Source: an optimization exercise on an open RTL-to-GDS flow (aim: small area and a short achievable clock period). Production flows keep margins and buffers that such runs may drop.
The RTL was checked by simulation tests, not by an equivalence proof against the original design.
Power figures rest on the tool's default switching activity, not on a simulated workload.

File: constraint.sdc
create_clock -name core_clock -period 10.0 [get_ports {clk}]
set_input_delay 2.0000 -clock core_clock [delete_from_list [all_inputs] [get_ports {clk}]]
set_output_delay 2.0000 -clock core_clock [all_outputs]
set_load 0.01 [all_outputs]
File: design.v
module mac
#(
  parameter IFMAP_WIDTH = 16,
  parameter WEIGHT_WIDTH = 16,
  parameter OFMAP_WIDTH = 32
)(
  input clk,
  input rst_n,
  input en,
  input weight_wen,
  input signed [IFMAP_WIDTH - 1 : 0] ifmap_in,
  input signed [WEIGHT_WIDTH - 1 : 0] weight_in,
  input signed [OFMAP_WIDTH - 1 : 0] ofmap_in,
  output signed [IFMAP_WIDTH - 1 : 0] ifmap_out,
  output signed [OFMAP_WIDTH - 1 : 0] ofmap_out
);
  reg signed [WEIGHT_WIDTH - 1 : 0] weight_r;
  reg signed [IFMAP_WIDTH - 1 : 0] ifmap_r;
  reg signed [OFMAP_WIDTH - 1 : 0] ofmap_r;
  always @(posedge clk) begin
    if (!rst_n) begin
      weight_r <= 0;
      ifmap_r <= 0;
      ofmap_r <= 0;
    end else begin
      if (weight_wen) begin
        weight_r <= weight_in;
      end
      if (en) begin
        ifmap_r <= ifmap_in;
        ofmap_r <= weight_r * ifmap_in + ofmap_in;
      end
    end
  end
  assign ifmap_out = ifmap_r;
  assign ofmap_out = ofmap_r;
endmodule
module en_reg #(parameter DATA_WIDTH) (
  input clk,
  input rst_n,
  input en,
  input [DATA_WIDTH - 1 : 0] din,
  output [DATA_WIDTH - 1 : 0] dout
);
  reg [DATA_WIDTH - 1 : 0] r;
  always @ (posedge clk) begin
    if (rst_n) begin
      if (en) begin
        r <= din;
      end
    end else begin
      r <= 0;
    end
  end
  assign dout = r;
endmodule
module skew_registers
#(
  parameter DATA_WIDTH = 16,
  parameter N = 4
)(
  input clk,
  input rst_n,
  input en,
  input signed [N - 1 : 0] [DATA_WIDTH - 1 : 0] din,
  output signed [N - 1 : 0] [DATA_WIDTH - 1 : 0] dout
);
  wire signed [N : 0][N - 1 : 0] [DATA_WIDTH - 1 : 0] d_w;
  genvar y, x;
  generate
    for (y = 0; y < N; y = y + 1) begin: row
      for (x = 0; x < y; x = x + 1) begin: col
        if (x == 0) begin
          assign d_w[x][y] = din[y];
        end
        if (x == y - 1) begin
          assign dout[y] = d_w[x + 1][y];
        end
        en_reg #(.DATA_WIDTH(DATA_WIDTH)) skew_r (
          .clk(clk),
          .rst_n(rst_n),
          .en(en),
          .din(d_w[x][y]),
          .dout(d_w[x + 1][y])
        );
      end
    end
  endgenerate
  assign dout[0] = din[0];
endmodule
module systolic_array
#( 
  parameter IFMAP_WIDTH = 16,
  parameter WEIGHT_WIDTH = 16,
  parameter OFMAP_WIDTH = 32,
  parameter ARRAY_HEIGHT = 4,
  parameter ARRAY_WIDTH = 4
)(
  input clk,
  input rst_n,
  input en,
  input weight_en,
  input [ARRAY_HEIGHT - 1 : 0] weight_wen,
  input signed [ARRAY_HEIGHT - 1 : 0] [IFMAP_WIDTH - 1 : 0] ifmap_in,
  input signed [ARRAY_WIDTH - 1 : 0] [WEIGHT_WIDTH - 1 : 0] weight_in,
  input signed [ARRAY_WIDTH - 1 : 0] [OFMAP_WIDTH - 1 : 0] ofmap_in,
  output signed [ARRAY_WIDTH - 1 : 0] [OFMAP_WIDTH - 1 : 0] ofmap_out
);
  wire signed [ARRAY_WIDTH - 1 : 0] [WEIGHT_WIDTH - 1 : 0] weight_in_skewed;
  skew_registers
  #(
    .DATA_WIDTH(WEIGHT_WIDTH),
    .N(ARRAY_WIDTH)
  ) weight_in_skew_registers_inst (
    .clk(clk),
    .rst_n(rst_n),
    .en(weight_en),
    .din(weight_in),
    .dout(weight_in_skewed)
  );
  wire [ARRAY_WIDTH - 1 : 0][ARRAY_HEIGHT - 1 : 0] weight_wen_w; 
  genvar x, y; 
  generate
    for (x = 0; x < ARRAY_WIDTH; x = x + 1) begin: row_reg
      for (y = 0; y < ARRAY_HEIGHT; y = y + 1) begin: col_reg
        if (x == 0) begin
          assign weight_wen_w[x][y] = weight_wen[y];
        end else begin
          en_reg #(.DATA_WIDTH(1)) skew_r (
            .clk(clk),
            .rst_n(rst_n),
            .en(weight_en),
            .din(weight_wen_w[x - 1][y]),
            .dout(weight_wen_w[x][y])
          );
        end
      end
    end
  endgenerate
wire signed [ARRAY_WIDTH - 1 : 0][ARRAY_HEIGHT - 1 : 0] [IFMAP_WIDTH - 1 : 0] ifmap_w;
wire signed [ARRAY_WIDTH - 1 : 0][ARRAY_HEIGHT - 1 : 0] [OFMAP_WIDTH - 1 : 0] ofmap_w;
generate
  for (x = 0; x < ARRAY_WIDTH; x = x + 1) begin: col
    for (y = 0; y < ARRAY_HEIGHT; y = y + 1) begin: row
      if (x == 0 && y == 0) begin
        mac #(
          .IFMAP_WIDTH(IFMAP_WIDTH),
          .WEIGHT_WIDTH(WEIGHT_WIDTH),
          .OFMAP_WIDTH(OFMAP_WIDTH)
        ) mac_inst (
          .clk(clk),
          .rst_n(rst_n),
          .en(en),
          .weight_wen(weight_wen_w[x][y]),
          .ifmap_in(ifmap_in[y]),
          .weight_in(weight_in_skewed[x]),
          .ofmap_in(ofmap_in[x]),
          .ifmap_out(ifmap_w[x][y]),
          .ofmap_out(ofmap_w[x][y])
        );
      end else if (x == 0) begin
        mac #(
          .IFMAP_WIDTH(IFMAP_WIDTH),
          .WEIGHT_WIDTH(WEIGHT_WIDTH),
          .OFMAP_WIDTH(OFMAP_WIDTH)
        ) mac_inst (
          .clk(clk),
          .rst_n(rst_n),
          .en(en),
          .weight_wen(weight_wen_w[x][y]),
          .ifmap_in(ifmap_in[y]),
          .weight_in(weight_in_skewed[x]),
          .ofmap_in(ofmap_w[x][y-1]),
          .ifmap_out(ifmap_w[x][y]),
          .ofmap_out(ofmap_w[x][y])
        );
      end else if (y == 0) begin
        mac #(
          .IFMAP_WIDTH(IFMAP_WIDTH),
          .WEIGHT_WIDTH(WEIGHT_WIDTH),
          .OFMAP_WIDTH(OFMAP_WIDTH)
        ) mac_inst (
          .clk(clk),
          .rst_n(rst_n),
          .en(en),
          .weight_wen(weight_wen_w[x][y]),
          .ifmap_in(ifmap_w[x-1][y]),
          .weight_in(weight_in_skewed[x]),
          .ofmap_in(ofmap_in[x]),
          .ifmap_out(ifmap_w[x][y]),
          .ofmap_out(ofmap_w[x][y])
        );
      end else begin
        mac #(
          .IFMAP_WIDTH(IFMAP_WIDTH),
          .WEIGHT_WIDTH(WEIGHT_WIDTH),
          .OFMAP_WIDTH(OFMAP_WIDTH)
        ) mac_inst (
          .clk(clk),
          .rst_n(rst_n),
          .en(en),
          .weight_wen(weight_wen_w[x][y]),
          .ifmap_in(ifmap_w[x-1][y]),
          .weight_in(weight_in_skewed[x]),
          .ofmap_in(ofmap_w[x][y-1]),
          .ifmap_out(ifmap_w[x][y]),
          .ofmap_out(ofmap_w[x][y])
        );
      end
    end
  end
endgenerate
generate
  for (x = 0; x < ARRAY_WIDTH; x = x + 1) begin: output_conn
    assign ofmap_out[x] = ofmap_w[x][ARRAY_HEIGHT - 1];
  end
endgenerate
endmodule
module systolic_array_with_skew
#( 
  parameter IFMAP_WIDTH = 16,
  parameter WEIGHT_WIDTH = 16,
  parameter OFMAP_WIDTH = 32,
  parameter ARRAY_HEIGHT = 4,
  parameter ARRAY_WIDTH = 4
)(
  input clk,
  input rst_n,
  input en,
  input weight_en,
  input [ARRAY_HEIGHT - 1 : 0] weight_wen,
  input signed [ARRAY_HEIGHT - 1 : 0] [IFMAP_WIDTH - 1 : 0] ifmap_in,
  input signed [ARRAY_WIDTH - 1 : 0] [WEIGHT_WIDTH - 1 : 0] weight_in,
  input signed [ARRAY_WIDTH - 1 : 0] [OFMAP_WIDTH - 1 : 0] ofmap_in,
  output signed [ARRAY_WIDTH - 1 : 0] [OFMAP_WIDTH - 1 : 0] ofmap_out
);
  wire signed [ARRAY_HEIGHT - 1 : 0] [IFMAP_WIDTH - 1 : 0] ifmap;
  wire signed [ARRAY_WIDTH - 1 : 0] [OFMAP_WIDTH - 1 : 0] ofmap;
  wire signed [ARRAY_WIDTH - 1 : 0] [OFMAP_WIDTH - 1 : 0] ofmap_reversed;
  wire signed [ARRAY_WIDTH - 1 : 0] [OFMAP_WIDTH - 1 : 0] ofmap_out_reversed;
  skew_registers
  #(
    .DATA_WIDTH(IFMAP_WIDTH),
    .N(ARRAY_HEIGHT)
  ) ifmap_skew_registers (
    .clk(clk),
    .rst_n(rst_n),
    .en(en),
    .din(ifmap_in),
    .dout(ifmap)
  );
  systolic_array
  #( 
    .IFMAP_WIDTH(IFMAP_WIDTH),
    .WEIGHT_WIDTH(WEIGHT_WIDTH),
    .OFMAP_WIDTH(OFMAP_WIDTH),
    .ARRAY_HEIGHT(ARRAY_HEIGHT),
    .ARRAY_WIDTH(ARRAY_WIDTH)
  ) systolic_array_inst (
    .clk(clk),
    .rst_n(rst_n),
    .en(en),
    .weight_en(weight_en),
    .weight_wen(weight_wen),
    .ifmap_in(ifmap),
    .weight_in(weight_in),
    .ofmap_in(ofmap_in),
    .ofmap_out(ofmap)
  );
  skew_registers
  #(
    .DATA_WIDTH(OFMAP_WIDTH),
    .N(ARRAY_WIDTH)
  ) ofmap_skew_registers (
    .clk(clk),
    .rst_n(rst_n),
    .en(en),
    .din(ofmap_reversed),
    .dout(ofmap_out_reversed)
  );
  genvar x;
  generate
    for (x = 0; x < ARRAY_WIDTH; x++) begin: reverse 
      assign ofmap_reversed[x] = ofmap[ARRAY_WIDTH - 1 - x];
      assign ofmap_out[x] = ofmap_out_reversed[ARRAY_WIDTH - 1 - x];
    end
  endgenerate
endmodule
module systolic_array_top
#(
  parameter IFMAP_WIDTH = 16,
  parameter WEIGHT_WIDTH = 16,
  parameter OFMAP_WIDTH = 32,
  parameter ARRAY_HEIGHT = 4,
  parameter ARRAY_WIDTH = 4
)(
  input clk,
  input rst_n,
  input en,
  input weight_en,
  input [ARRAY_HEIGHT - 1 : 0] weight_wen,
  input [ARRAY_HEIGHT*IFMAP_WIDTH - 1 : 0] ifmap_in,
  input [ARRAY_WIDTH*WEIGHT_WIDTH - 1 : 0] weight_in,
  input [ARRAY_WIDTH*OFMAP_WIDTH - 1 : 0] ofmap_in,
  output [ARRAY_WIDTH*OFMAP_WIDTH - 1 : 0] ofmap_out
);
  systolic_array_with_skew
  #(
    .IFMAP_WIDTH(IFMAP_WIDTH),
    .WEIGHT_WIDTH(WEIGHT_WIDTH),
    .OFMAP_WIDTH(OFMAP_WIDTH),
    .ARRAY_HEIGHT(ARRAY_HEIGHT),
    .ARRAY_WIDTH(ARRAY_WIDTH)
  ) systolic_array_with_skew_inst (
    .clk(clk),
    .rst_n(rst_n),
    .en(en),
    .weight_en(weight_en),
    .weight_wen(weight_wen),
    .ifmap_in(ifmap_in),
    .weight_in(weight_in),
    .ofmap_in(ofmap_in),
    .ofmap_out(ofmap_out)
  );
endmodule
File: run.sh
#!/bin/bash
# synth_recipe.tcl (not shown) runs the flow's synth.tcl, then flattens the netlist and writes it again
# the make line also repeats each setting of config.mk as NAME=value (left out here)
make -C /OpenROAD-flow-scripts/flow DESIGN_CONFIG=/design/flow/config.mk WORK_HOME=/design/flow/orfs CLKGATE_MAP_FILE= SYNTH_SCRIPT=/design/flow/synth_recipe.tcl finish
File: config.mk
export PLATFORM = sky130hd
export DESIGN_NAME = systolic_array_top
export DESIGN_NICKNAME = systolic_array_top
export VERILOG_FILES = /design/flow/design.v
export SDC_FILE = /design/flow/constraint.sdc
export NUM_CORES = 4
export LEC_CHECK = 0
export CAP_MARGIN = 20
export CORE_MARGIN = 2
export CORE_UTILIZATION = 40
export PLACE_DENSITY = 0.6
export SLEW_MARGIN = 20
==> out/qor.yml <==
status:
  outcome: "no timing/DRC/antenna violations"
drt:
  first_iter_violations: 9414
  wl_per_cell_um: 19.8
  post_drt_via_cell_ratio: 4.96
  firstDrtPassIters: 6
  drc: 0
  detail-route-antenna-nets: 0
  vias: 152000
  routed_wirelength_mm: 605
final_layout:
  layout_commonest_cell: "inv_1"
  area_growth_pct: 7.35
  drive_gt1_frac: 0.0222
  multi_input_area_um2: 168000
  final_util: 0.431
  nNetsFinal: 29700
  fin_area_um2: 236000
  layout_common_cells: "inv_1, fa_1, nand2_1"
  register_area_um2: 27100
  fill_cells: 53400
timing:
  fin_skew_ns: 0.0777
  slew_viol_final: 0
  fin_setup_tns_ns: 0
  rsz0062_at_grt: "no"
  finalCriticalPeriod_ns: 7.81
  fin_crit_sh: 0.781
  worst_pin_slew_ns: 1.17
  slew_headroom: 0.219
  setup_viol: 0
  hold_viol: 0
  layout_setup_ws_ns: 2.19
  holdWs_ns: 0.447
  clock.fmax_ghz: 0.128
cts:
  clk_latency_ns: 0.93
  cts.hold.buffers_added: 0
  clock_path_buffers: 4
  path_clk_slew_ns: 0.06
  post_cts_resized: 0
  post-cts-setup-buffers: 0
  clkSinkCount: 1356
  htreeDepth: 4
  cts-buffers-inserted: 182
  root_buffer: "clkbuf_16"
  cts_tree: "built"
flow_run:
  maxCapViolCount: 0
worst_setup_path:
  path_cells: "clkdlybuf4s50_1 -> nand2_1 -> fa_1 -> inv_1 -> fa_1 -> inv_1 -> fa_1 -> inv_1 -> fa_1 -> fa_1 -> inv_1 -> fa_1 -> inv_1 -> ha_1 -> o21a_1 -> o2111ai_1 -> a211oi_1 -> nor2_1 -> o21ai_1 -> a311oi_1 -> xnor2_1 -> o21ai_1"
  worst_ep_arrival_time_ns: 8.61
  crit_fanout: 17
  start_kind: "input port"
  cp_slowest_stage_delay_ns: 1.12
  crit_slowest_cell: "clkdlybuf4s50_1"
  endpoint_kind: "register"
  required_ns: 10.80
  crit_top_cell: "fa_1"
  critical_path_class: "in2reg"
synthesis:
  syn_nets: 30000
  synth_ff_type: "dfxtp_1"
  async_reset_ff_frac: 0
  ys_warn_count: 4
  synth-edff-count: 0
  ys_ff_latch: 1356
  yosysSeqAreaShare: 0.123
  avgSynthCellArea_um2: 9.36
  syn_area_um2: 220000
  ys_types: 88
  syn_inst: 23500
power_and_ir_drop:
  ir_drop_mv: 0.166
  power_density_nw_per_um2: 86.8
  leakage_uw: 0.122
floorplan:
  core_area_um2: 549000
  start_util: 0.402
  die_x_um: 746
  io_pins: 392
  die_y_um: 746
  dieArea_um2: 557000
  row_count: 272
global_routing:
  grt_use_total: 0.220
  grt_pass1_vias: 162000
  grt_pass1_wl_mm: 959
  grt_start_max_net_pins: 174
  overflow: 0
  antenna_found_initial: 35
place:
  gp_congestion: 0.902
  numPortBuffers: 391
  dp_slack_ns: 1.31
  post-dp-hpwl_mm: 481
  post_dp_cell_area_um2: 230000
min_path:
  hp-class: "reg2reg"
-- cell usage after synthesis, drive strengths merged, types with 55 or more instances --
cell    number  area [um2]
xnor2      410        3590
nand2     2223        8340
ha        1568       19600
a211oi     110         836
nand2b     113         707
a21o       160        1200
clkbuf     901        3380
o21a        86         646
a21oi      387        1940
xor2       173        1520
nor3        96         480
nor2      1597        5990
mux2i     1051       10500
nand3      104         526
fa        4672       93500
inv       5394       20200
and2      1963       12300
o21ai      349        1750
buf        170        1120
dfxtp     1356       27100
o21bai      55         413
nor2b       62         395
-- cell families (layout without fill, tap and decap cells) --
kind of cell	after synthesis	count (layout)	synth area share
compound gates	1490	1490	0.0438
xor+xnor	583	583	0.0232
fa+ha+maj	6240	6240	0.514
buf+inv	6465	6280	0.112
flops	1356	1356	0.123
mux	1054	1054	0.0479
other cells	0	14	0
simple gates	6338	6338	0.136
-- where the power goes --
group / internal (uW) / leakage (uW) / switching, uW
combinational: 3040 / 0.108 / 4300
sequential: 5710 / 0.0110 / 528
clock: 4060 / 0.00303 / 2890
-- final cells by class --
| type | count | share of cell area |
|---|---|---|
| Multi-Input combinational cell | 15700 | 0.712 |
| Tap cell | 7261 | 0.0384 |
| Clock inverter | 92 | 0.00456 |
| Clock buffer | 239 | 0.0217 |
| Antenna cell | 14 | 0.000148 |
| Sequential cell | 1356 | 0.115 |
| Timing Repair Buffer | 555 | 0.0224 |
| Inverter | 5394 | 0.0857 |
-- final timing paths --
check               from       end  slack (ns)  depth (start not counted)
max reg2reg     register  register        2.50                         22
min             register  register        0.45                          2
max          ifmap_in[7]  register        2.19                         22
min reg2reg     register  register        0.45                          2
-- per-stage QoR --
step           cells  power (uW)
5_1_grt        30600       22000
2_1_floorplan  23500       11500
6_report       30600       20500
3_3_place_gp   30300       13600
4_1_cts        30600       20800
3_5_place_dp   30300       13700
-- worst max-delay path, delay by kind of cell --
kind | cells | cell delay, ns
simple gates | 2 | 0.52
compound gates | 6 | 1.16
xor+xnor | 1 | 0.16
buf+inv | 6 | 1.37
fa+ha+maj | 7 | 3.37
-- per-layer routing --
layer	vias to the layer above	GRT usage	wire, um
li1	69300	-	-
met1	77700	0.318	283000
met2	4254	0.345	266000
met3	714	0.0376	41800
met4	8	0.0486	14400
met5	-	0	46

-- port drivers added, routing unchanged --
In the flow no input, the clock included, has a driving cell. The finished layout below was timed again as built, in two steps.
Step 1 sets driving cells, clkbuf_16 on the clock port and buf_2 on the other inputs (assumed; they add their load-dependent delay and slew).
Step 2 also shifts input and output timing later by t, the mid clock arrival at the registers, as if the neighbouring blocks saw the same clock.
a / b / c = ideal ports / drivers / drivers and shift; a / b = the first two.
t (ns): 1.037
slack for setup (ns): 2.188 / 2.283 / 1.246
slew at the worst register clock pin (ns): 0.07 / 0.07
pins driven straight from the clock port: 1
After both steps setup and hold are still met in this run. The setup slack of this run moves by +0.095 ns with the drivers and by -0.942 ns with both steps.
